From an optimization exercise on the open Yosys and OpenROAD flow, aimed at small area and a short achievable clock period; shortcuts taken in it are not production practice.
The RTL was checked by simulation tests, not by an equivalence proof against the original design.

==> run G: inputs <==
==> flow/design.v (excerpt) <==
module mul64_multi(input clk, input [63:0] A, B, output reg [127:0] Y, output done);
export LEC_CHECK = 0
export CAP_MARGIN = 20
export CORE_MARGIN = 2
export CORE_UTILIZATION = 60
export SLEW_MARGIN = 20
export SYNTH_HIERARCHICAL = 1
create_clock -name core_clock -period 12.0 [get_ports {clk}]
standard.sh (not shown) runs the stock make flow with config.mk's settings and CLKGATE_MAP_FILE= SYNTH_SCRIPT=/design/flow/synth_recipe.tcl, a recipe that flattens the netlist after the stock synthesis.
==> flow/flow/run.sh <==
#!/bin/bash
set -euo pipefail
bash standard.sh SETUP_SLACK_MARGIN=7.0 finish > flow_make.log 2>&1
==> inputs of run F, as changes to run G <==
==> flow/flow/run.sh (replaced) <==
#!/bin/bash
set -euo pipefail
K=(SETUP_SLACK_MARGIN=6.8 "BUFFER_PORTS_ARGS=-buffer_cell sky130_fd_sc_hd__buf_1")
bash standard.sh "${K[@]}" synth > flow_synth.log 2>&1
N=orfs/results/sky130hd/mul64_multi/base/1_2_yosys.v
sed -i -E 's/sky130_fd_sc_hd__(a21oi|o21ai|o22ai|a22oi|mux2|xnor2|xor2|nor4|nand4|and2b|and2)_[2-8] /sky130_fd_sc_hd__\1_1 /g' $N
bash standard.sh "${K[@]}" finish > flow_make.log 2>&1
--- a/flow/config.mk
+++ b/flow/config.mk
@@ -7,6 +7,6 @@
 export LEC_CHECK = 0
 export CAP_MARGIN = 20
 export CORE_MARGIN = 2
-export CORE_UTILIZATION = 60
+export CORE_UTILIZATION = 70
 export SLEW_MARGIN = 20
 export SYNTH_HIERARCHICAL = 1
==> inputs of run M, as changes to run G <==
==> flow/flow/run.sh (replaced) <==
#!/bin/bash
set -euo pipefail
bash standard.sh SETUP_SLACK_MARGIN=6.5 finish > flow_make.log 2>&1
==> inputs of run D, as changes to run G <==
==> flow/flow/run.sh (replaced) <==
#!/bin/bash
set -euo pipefail
bash standard.sh SETUP_SLACK_MARGIN=6.0 finish > flow_make.log 2>&1
==> qor summary <==
item                                                                   run D       run M       run G       run F
Relative area of clock buffers and inverters in the final design      0.0313      0.0340      0.0319      0.0302
Critical path depth in cells                                              18          19          20          18
Simple-gate area share of the yosys netlist                           0.0543      0.0543      0.0543           -
Result of the run                           no timing/DRC/antenna violations  no timing/DRC/antenna violations  no timing/DRC/antenna violations  no timing/DRC/antenna violations
Number of antenna diodes                                                   4           6           5           8
Starting DRT DRC Count                                                  3384        3994        4473        5413
Area fraction of the dominant cell type after synthesis                0.257       0.257       0.257           -
Depth of the worst register-to-register path                              18          19          20          18
Synth Area in Compound Gates                                           0.193       0.193       0.193           -
Worst Tran Pin Value                                                 1.01 ns     1.12 ns     1.13 ns     1.11 ns
CTS Buf Count                                                             36          38          38          35
Maximum number of pins on one net before global-route repair              73          78          78          67
Highest clock rate                                                   169 MHz     180 MHz     191 MHz     186 MHz
Row cnt                                                                   88          88          88          80
Met3 GRT Util                                                          0.112       0.146       0.146       0.229

==> inputs of build 37 <==
mul64_multi, a different RTL version from the one above (not shown whole).
==> flow/config.mk <==
export PLATFORM = sky130hd
export DESIGN_NAME = mul64_multi
export DESIGN_NICKNAME = mul64_multi
export VERILOG_FILES = /design/flow/design.v
export SDC_FILE = /design/flow/constraint.sdc
export NUM_CORES = 4
export LEC_CHECK = 0
export CAP_MARGIN = 20
export CORE_MARGIN = 2
export CORE_UTILIZATION = 65
export SLEW_MARGIN = 20
export SYNTH_HIERARCHICAL = 1
==> flow/constraint.sdc <==
create_clock -name core_clock -period 12.0 [get_ports {clk}]
set_input_delay 2.4000 -clock core_clock [delete_from_list [all_inputs] [get_ports {clk}]]
set_output_delay 2.4000 -clock core_clock [all_outputs]
set_load 0.01 [all_outputs]
==> flow/flow/run.sh <==
#!/bin/bash
set -euo pipefail
K=(SETUP_SLACK_MARGIN=5.6 "BUFFER_PORTS_ARGS=-buffer_cell sky130_fd_sc_hd__buf_1")
bash standard.sh "${K[@]}" synth > flow_synth.log 2>&1
N=orfs/results/sky130hd/mul64_multi/base/1_2_yosys.v
sed -i -E 's/sky130_fd_sc_hd__(a21oi|o21ai|o22ai|a22oi|mux2|xnor2|xor2|nor4|nand4|and2b|and2)_[2-8] /sky130_fd_sc_hd__\1_1 /g' $N
bash standard.sh "${K[@]}" finish > flow_make.log 2>&1
==> trial 26: changes against build 37 <==
==> flow/flow/run.sh (replaced) <==
#!/bin/bash
set -euo pipefail
K=(SETUP_SLACK_MARGIN=7.0 "BUFFER_PORTS_ARGS=-buffer_cell sky130_fd_sc_hd__buf_1")
bash standard.sh "${K[@]}" synth > flow_synth.log 2>&1
N=orfs/results/sky130hd/mul64_multi/base/1_2_yosys.v
sed -i -E 's/sky130_fd_sc_hd__(a21oi|o21ai|o22ai|a22oi|mux2|xnor2|xor2|nor4|nand4|and2b|and2)_[2-8] /sky130_fd_sc_hd__\1_1 /g' $N
bash standard.sh "${K[@]}" finish > flow_make.log 2>&1
==> build 61: changes against build 37 <==
==> flow/flow/run.sh (replaced) <==
#!/bin/bash
set -euo pipefail
K=(SETUP_SLACK_MARGIN=6.2 "BUFFER_PORTS_ARGS=-buffer_cell sky130_fd_sc_hd__buf_1")
bash standard.sh "${K[@]}" synth > flow_synth.log 2>&1
N=orfs/results/sky130hd/mul64_multi/base/1_2_yosys.v
sed -i -E 's/sky130_fd_sc_hd__(a21oi|o21ai|o22ai|a22oi|mux2|xnor2|xor2|nor4|nand4|and2b|and2)_[2-8] /sky130_fd_sc_hd__\1_1 /g' $N
bash standard.sh "${K[@]}" finish > flow_make.log 2>&1
==> qor summary <==
| quantity | build 37 | build 61 | trial 26 |
|---|---|---|---|
| Per-cell routed wire length | 30.8 µm | 32.2 µm | 35.0 µm |
| Worst Path Arrival | 6.71 ns | 6.11 ns | 5.61 ns |
| Status | finished clean | finished clean | finished clean |
| Number of global-route vias before repair | 29600 | 30100 | 31200 |
| Post-placement worst setup slack | 5.76 ns | 5.71 ns | 5.71 ns |
| Antenna cells | 1 | 2 | 6 |
| Met3 WL post-DR | 17.4 mm | 19.7 mm | 24.2 mm |
| Number of DRC markers in iteration 0 | 4505 | 4306 | 5067 |
| Unrepaired setup endpoints after global routing | true | false | true |
| Count of filler cells inserted in the layout | 3949 | 3914 | 3411 |
| Global-route wire length before repair | 187 mm | 190 mm | 205 mm |
| GR Layer Usage met3 | 0.146 | 0.160 | 0.220 |
| Clock Latency Late Sink | 0.60 ns | 0.59 ns | 0.60 ns |
| FF-to-FF End | Y[105]$_DFFE_PP_ | Y[113]$_DFFE_PP_ | Y[123]$_DFFE_PP_ |
| Post-route met1 wirelength | 44.2 mm | 45.1 mm | 46.8 mm |
| Worst path required time | 12.34 ns | 12.35 ns | 12.34 ns |
| Setup crit start | ctl0[24]$_DFF_P_ | A_r[10]$_DFF_P_ | ctl0[1]$_DFF_P_ |
| Crit Path Max Fanout | 35 | 18 | 9 |
| Register fraction of the total cell area | 0.198 | 0.196 | 0.182 |
| Minimum period implied by the final worst setup slack | 6.37 ns | 5.77 ns | 5.28 ns |
| Placer's final routability congestion estimate | 1.04 | 1.04 | 1.04 |
| Post-detail-place hpwl | 88.6 mm | 88.0 mm | 88.0 mm |

==> run H <==
mul64_multi again, from the RTL that the note above started with.
Settings: LEC_CHECK=0, CAP_MARGIN=20, CORE_MARGIN=2, CORE_UTILIZATION=65, SLEW_MARGIN=20, SYNTH_HIERARCHICAL=1; clock period 12.0 ns.
==> flow/flow/run.sh <==
#!/bin/bash
set -euo pipefail
K=(SETUP_SLACK_MARGIN=6.6 "BUFFER_PORTS_ARGS=-buffer_cell sky130_fd_sc_hd__buf_1")
bash standard.sh "${K[@]}" synth > flow_synth.log 2>&1
N=orfs/results/sky130hd/mul64_multi/base/1_2_yosys.v
sed -i -E 's/sky130_fd_sc_hd__(a21oi|o21ai|o22ai|a22oi|mux2|xnor2|xor2|nor4|nand4|and2b|and2)_[2-8] /sky130_fd_sc_hd__\1_1 /g' $N
bash standard.sh "${K[@]}" finish > flow_make.log 2>&1
==> inputs of run P, as changes to run H <==
--- a/flow/flow/run.sh
+++ b/flow/flow/run.sh
@@ -2,3 +2,3 @@
 set -euo pipefail
-K=(SETUP_SLACK_MARGIN=6.6 "BUFFER_PORTS_ARGS=-buffer_cell sky130_fd_sc_hd__buf_1")
+K=(SETUP_SLACK_MARGIN=6.8 "BUFFER_PORTS_ARGS=-buffer_cell sky130_fd_sc_hd__buf_1")
 bash standard.sh "${K[@]}" synth > flow_synth.log 2>&1
--- a/flow/config.mk
+++ b/flow/config.mk
@@ -9,3 +9,3 @@
 export CORE_MARGIN = 2
-export CORE_UTILIZATION = 65
+export CORE_UTILIZATION = 70
 export SLEW_MARGIN = 20
==> inputs of run X, as changes to run H <==
--- a/flow/flow/run.sh
+++ b/flow/flow/run.sh
@@ -2,3 +2,3 @@
 set -euo pipefail
-K=(SETUP_SLACK_MARGIN=6.6 "BUFFER_PORTS_ARGS=-buffer_cell sky130_fd_sc_hd__buf_1")
+K=(SETUP_SLACK_MARGIN=6.4 "BUFFER_PORTS_ARGS=-buffer_cell sky130_fd_sc_hd__buf_1")
 bash standard.sh "${K[@]}" synth > flow_synth.log 2>&1
==> inputs of run C, as changes to run H <==
--- a/flow/flow/run.sh
+++ b/flow/flow/run.sh
@@ -2,3 +2,3 @@
 set -euo pipefail
-K=(SETUP_SLACK_MARGIN=6.6 "BUFFER_PORTS_ARGS=-buffer_cell sky130_fd_sc_hd__buf_1")
+K=(SETUP_SLACK_MARGIN=6.0 "BUFFER_PORTS_ARGS=-buffer_cell sky130_fd_sc_hd__buf_1")
 bash standard.sh "${K[@]}" synth > flow_synth.log 2>&1
==> run notes <==
                                                                          run X                  run H             run C             run P
Share of the final layout cell area in multi-input gates                  68.6%                  68.4%             69.8%             68.6%
Status                                         no timing/DRC/antenna violations  no timing/DRC/antenna violations  no timing/DRC/antenna violations  no timing/DRC/antenna violations
Cell with the most instances on the worst path            sky130_fd_sc_hd__fa_1  sky130_fd_sc_hd__fa_1                 -                 -
Global routing met1 resource utilization                                  59.4%                  60.0%             58.6%             62.6%
Insertion delay to the later sink of the worst-skew pair                 600 ps                 590 ps            590 ps            610 ps
Worst setup path start                                          ctl0[6]$_DFF_P_       ctl0[24]$_DFF_P_  ctl0[13]$_DFF_P_   ctl0[1]$_DFF_P_
Uppermost routed layer                                                     met5                   met5              met4              met5
Number of placed instances with taps included                              4016                   4016              4019              3949
Fill cell instance count of the final layout                               3887                   3811              3946              2856
Die X                                                                    233 µm                 233 µm            233 µm            225 µm
Global router's overall resource usage                                    48.3%                  49.3%             47.1%             52.6%
Die outline area                                                      54200 µm²              54200 µm²         54200 µm²         50400 µm²
Utilization after layout                                                  71.8%                  72.8%             70.3%             81.0%
Capturing instance or port of the critical path                Y[113]$_DFFE_PP_       Y[113]$_DFFE_PP_  Y[121]$_DFFE_PP_  Y[123]$_DFFE_PP_
Via count of the first global-routing pass                                30261                  30372             29938             31279
Worst hold path startpoint                                      Y[52]$_DFFE_PP_        Y[52]$_DFFE_PP_   Y[47]$_DFFE_PP_   Y[43]$_DFFE_PP_
Logic depth of the worst setup path including buffers                        16                     15                17                18
CP max FO                                                                    64                     36                38                10
Area added between synthesis and finish                                   8.59%                  10.1%             6.33%             13.9%
Period Utilization, post-route                                            47.0%                  45.2%             49.9%             44.7%

-- static timing again, ports no longer ideal --
The flow's constraints put no driver on any port. The routed layouts listed below were extracted and timed again, unchanged, in two steps. Step 1 sets driving cells, clkbuf_16 on the clock port and buf_2 on the other inputs (assumed; they add their load-dependent delay and slew). Step 2 also shifts input and output timing later by t, the mid clock arrival at the registers, as if the neighbouring blocks saw the same clock. Slacks: ideal ports / drivers / drivers and shift; pairs: ideal ports / drivers.
| run | t (ns) | setup WS [ns] | worst setup path at the end | slew at the worst register clock pin (ns) |
|---|---|---|---|---|
| run G | 0.663 | 6.760 / 6.760 / 6.248 | input to register | 0.07 / 0.07 |
| run F | 0.663 | 6.613 / 6.613 / 6.230 | input to register | 0.07 / 0.07 |
| run M | 0.659 | 6.458 / 6.458 / 5.895 | input to register | 0.08 / 0.08 |
| run D | 0.647 | 6.079 / 6.079 / 5.731 | input to register | 0.09 / 0.09 |
| build 37 | 0.637 | 5.626 / 5.626 / 5.626 | register to register | 0.07 / 0.07 |
| trial 26 | 0.653 | 6.723 / 6.723 / 6.508 | input to register | 0.07 / 0.07 |
| build 61 | 0.641 | 6.232 / 6.232 / 5.987 | input to register | 0.07 / 0.07 |
| run H | 0.642 | 6.573 / 6.573 / 6.063 | input to register | 0.07 / 0.07 |
| run P | 0.647 | 6.637 / 6.637 / 6.204 | input to register | 0.07 / 0.07 |
| run X | 0.645 | 6.363 / 6.363 / 5.846 | input to register | 0.07 / 0.07 |
| run C | 0.628 | 6.009 / 6.009 / 6.009 | register to register | 0.07 / 0.07 |
After both steps every run listed still meets setup and hold. For run M, which loses most, drivers alone change the setup slack by 0.000 ns; drivers and shift together by -0.563 ns.
